This is an optimization exercise on Yosys and OpenROAD, whose aim is small area, not a production implementation. Only simulation tests tie the RTL to the original design; equivalence was not proved.

==> job 412: inputs <==
// CC
module CC(
    clk,
    rst_n,
    in_valid,
    mode,
    xi,
    yi,
    out_valid,
    xo,
    yo
);
Settings: LEC_CHECK=0, CAP_MARGIN=20, CORE_MARGIN=2, CORE_UTILIZATION=50, CTS_BUF_LIST=sky130_fd_sc_hd__clkbuf_4 sky130_fd_sc_hd__clkbuf_8, SLEW_MARGIN=20, SYNTH_HIERARCHICAL=1, SYNTH_MINIMUM_KEEP_SIZE=0; clock period 100.0 ns.
run.sh (not shown) runs the stock make flow with config.mk's settings and CLKGATE_MAP_FILE= SYNTH_SCRIPT=/design/flow/synth_recipe.tcl, a recipe that flattens the netlist after the stock synthesis.
==> inputs of job 615, as changes to job 412 <==
--- a/flow/design.v
+++ b/flow/design.v
@@ -1095,12 +1095,13 @@
     if (in2)       RL <= xi;
     else if (step) RL <= {n285, n282, n280, n278, n276, n274, n272, n270};
     if (in3)       RR <= xi;
     else if (step) RR <= {n343, n340, n338, n336, n334, n332, n330, n328};
     if (in2 & m1)       X <= {n1141, ~n1138, ~n1135, ~n1133, ~n1131, ~n1129, ~n1127, ~n1125};
+    else if (t1 & m1)   X <= 8'd0;
     else if (t1 & m0)   X <= RL;
-    else if (t1)        X <= {~n1264, n1262, n1259, n1256, n1253, n1250, n1247, n1244} & {8{m2}};
+    else if (t1 & m2)   X <= {~n1264, n1262, n1259, n1256, n1253, n1250, n1247, n1244};
     else if (step)      X <= {n285, n282, n280, n278, n276, n274, n272, n270};
     else                X <= {n356, n354, n352, n350, n348, n346, n344, ~X[0]};
     if (in2)            Y <= yi;
     else if (in3 & m1)  Y <= {6'd0, {n1200}, {n1201}};
     else if (t1 & m2)   Y <= {n1241, n1238, n1235, n1232, n1229, n1226, n1223, n1220};
==> notes.md <==
Final layout:
- The area growth from synthesis to layout is 7.15%.
- Summing all non-filler instances in the final layout gives an area of 17600 sq um.

Outcome:
- The flow ran to the end and the layout has no timing, DRC or antenna violations.

Global route:
- The maximum number of pins on one net before global-route repair is 54.
- The wire length of the first global-routing pass is 84800 um.

Synthesis:
- Of the post-synthesis cell area, the part taken by muxes is 4.83%.
- Summing the areas of all and, or, nand and nor instances in the mapped netlist gives 15.0% of the synthesized area.

Routing:
- The routed length on met1 is 23500 um.
the above is filed under job 412

==> notes.md <==
Synthesis:
- The simple logic cell fraction of the synthesized area is 14.8%.
- Multiplexer cells account for 4.95% of the synthesized area.

Outcome:
- The run finished with no timing, DRC or antenna violations.

Final layout:
- The cell area after layout is 17600 sq um.
- The area growth from synthesis to layout is 7.07%.

Routing:
- The routed length on met1 is 23400 um.
the above is filed under job 615


========
==> 06-13: inputs <==
Another version of the RTL of CC (not shown whole).
clock: 100.0 ns
lec_check: 0
cap_margin: 20
core_margin: 2
core_utilization: 50
cts_buf_list: sky130_fd_sc_hd__clkbuf_16
slew_margin: 20
synth_hierarchical: 1
synth_minimum_keep_size: 0
standard.sh (not shown) runs the stock make flow with config.mk's settings and CLKGATE_MAP_FILE= SYNTH_SCRIPT=/design/flow/synth_recipe.tcl, a recipe that flattens the netlist after the stock synthesis.
==> flow/flow/run.sh <==
#!/bin/bash
# Own layout flow: the standard synthesis and layout, with port buffers of the smallest buffer.
set -euo pipefail
bash standard.sh synth > synth.log 2>&1
bash standard.sh "BUFFER_PORTS_ARGS=-buffer_cell sky130_fd_sc_hd__buf_1" finish > finish.log 2>&1
==> inputs of 06-17, as changes to 06-13 <==
--- a/flow/design.v
+++ b/flow/design.v
@@ -969,19 +969,19 @@
 cc_fa u_n1116 (.a(n1115), .b(n1064), .c(n1114), .s(n1116), .co(n1117));
 assign n1118 = ~n1117;
 cc_fa u_n1119 (.a(n1068), .b(n1067), .c(n1118), .s(n1119), .co(n1120));
 cc_fa u_n1121 (.a(n1071), .b(n1069), .c(n1120), .s(n1121), .co(n1122));
 assign n1123 = n901 ^ n1072;
 assign n1124 = n1123 ^ n1122;
 assign n1125 = m2 & QB[16];
-assign n1126 = m1 ? X[0] : n1125;
-assign n1127 = m1 ? X[1] : n1125;
-assign n1128 = m1 ? X[2] : n1125;
-assign n1129 = m1 ? X[3] : n1125;
-assign n1130 = m1 ? X[4] : n1125;
+assign n1126 = m1 ? RR[0] : n1125;
+assign n1127 = m1 ? RR[1] : n1125;
+assign n1128 = m1 ? RR[2] : n1125;
+assign n1129 = m1 ? RR[3] : n1125;
+assign n1130 = m1 ? RR[4] : n1125;
 assign n1131 = n776 ^ QB[0];
 assign n1132 = ~n776 | ~QB[0];
 assign n1133 = ~n1132;
 cc_fa u_n1134 (.a(n777), .b(QB[1]), .c(n1133), .s(n1134), .co(n1135));
 assign n1136 = ~n1073;
 cc_fa u_n1137 (.a(n1136), .b(QB[2]), .c(n1135), .s(n1137), .co(n1138));
 cc_fa u_n1139 (.a(n1077), .b(QB[3]), .c(n1138), .s(n1139), .co(n1140));
@@ -1082,17 +1082,17 @@
     else if (in3 & m0) QA[12:0] <= {{~n224, ~n223, ~n222, ~n221, ~n220}, {n219, n218, n217, n216, n215, n214, n213, n212}};
     if (in3 & m0)      QA[16:13] <= {{~n40}, {~n227, ~n226, ~n225}};
     if (t1 & m0)       QB <= {{~n40}, {~n227, ~n226, ~n225, ~n224, ~n223, ~n222, ~n221, ~n220}, {n219, n218, n217, n216, n215, n214, n213, n212}};
     else if ((in2 & m1) | (in3 & m2)) QB <= {~n1105, ~n1103, ~n1101, ~n1099, ~n1097, ~n1095, ~n1093, ~n1091, ~n1089, ~n1087, ~n1085, ~n1083, ~n1080, ~n1077, n1073, ~n777, ~n776};
     if (in2)       RL <= xi;
     else if (step) RL <= {n295, n292, n290, n288, n286, n284, n282, n280};
     if (in3)       RR <= xi;
+    else if (in2 & m1) RR <= {n1124, n1121, n1119, ~n1116, ~n1113, ~n1111, ~n1109, ~n1107};
     else if (step) RR <= {n363, n360, n358, n356, n354, n352, n350, n348};
-    if (in2 & m1)       X <= {n1124, n1121, n1119, ~n1116, ~n1113, ~n1111, ~n1109, ~n1107};
-    else if (t1 & m0)   X <= RL;
+    if (t1 & m0)        X <= RL;
     else if (t1)        X <= {~n1249, n1247, n1244, n1241, n1238, n1235, n1232, n1229} & {8{m2}};
     else if (step)      X <= {n295, n292, n290, n288, n286, n284, n282, n280};
     else                X <= {n376, n374, n372, n370, n368, n366, n364, ~X[0]};
     if (in2)            Y <= yi;
     else if (in3 & m1)  Y <= {6'd0, {n1185}, {n1186}};
     else if (t1 & m2)   Y <= {n1226, n1223, n1220, n1217, n1214, n1211, n1208, n1205};
     else                Y <= {n391, n389, n387, n385, n383, n381, n379, n377};
==> notes <==
Against 06-13, the die area of 06-17 is smaller by 0.23%. In 06-13 the via count is larger than in 06-17, by 1.4%. Between 06-17 and 06-13, the lower non-clock buffer count is in 06-13 (gap 4). First-iteration DRC count: 06-17 is lower than 06-13 (about 10%). In 06-17 the count of clock-buffer cells in the layout is lower than in 06-13, by 1. 06-17 went through all stages and came out clean. 06-13 completed without violations.
==> figures <==
item                                                                         06-13                    06-17
Result of the run                                          complete, no violations  complete, no violations
Final hold slack                                                          0.531 ns                 0.547 ns
Met3 routing resource usage after global routing                             4.96%                    5.73%
Worst slack, placed                                                       54.64 ns                 55.18 ns
Fraction of the mapped netlist area in simple logic gates                    14.3%                    14.0%
Number of rows in the core area                                                 66                       65
Clock tree buffer count of the final layout                                     10                        9
Transition time at the pin with the least slew margin                      1.04 ns                 0.991 ns
F_max                                                                     22.1 MHz                 22.4 MHz
Iteration count of the initial detailed-routing pass                            14                       16
Arrival time at the worst endpoint                                        45.38 ns                 44.80 ns
Drt total wl                                                         53900 microns            53300 microns

==> what the ideal ports hide <==
Ports are ideal in the flow. The routed layouts listed here were re-timed in OpenROAD.
Step 1 sets driving cells, clkbuf_16 on the clock port and buf_2 on the other inputs (assumed; they add their load-dependent delay and slew).
Step 2 adds t to the input delays and takes it off the output delays; t is the mean of the earliest and latest rising clock arrival at the registers after step 1. Input paths then give back, and output paths get back, about the clock's delay inside the block.
Slacks: ideal / step 1 / step 2; pairs: ideal / step 1.
run	shift t [ns]	setup slack, ns	worst setup path after step 2	latest minus earliest clock arrival (ns)
job 412	0.439	55.753 / 55.769 / 55.330	input to register	0.025 / 0.025
job 615	0.453	55.532 / 55.541 / 55.088	input to register	0.018 / 0.018
06-13	0.408	54.837 / 54.859 / 54.450	input to register	0.010 / 0.011
06-17	0.413	55.447 / 55.466 / 55.053	input to register	0.016 / 0.016
After both steps setup and hold are still met in every run listed. For job 615, which loses most, drivers alone change the setup slack by +0.009 ns; drivers and shift together by -0.444 ns.
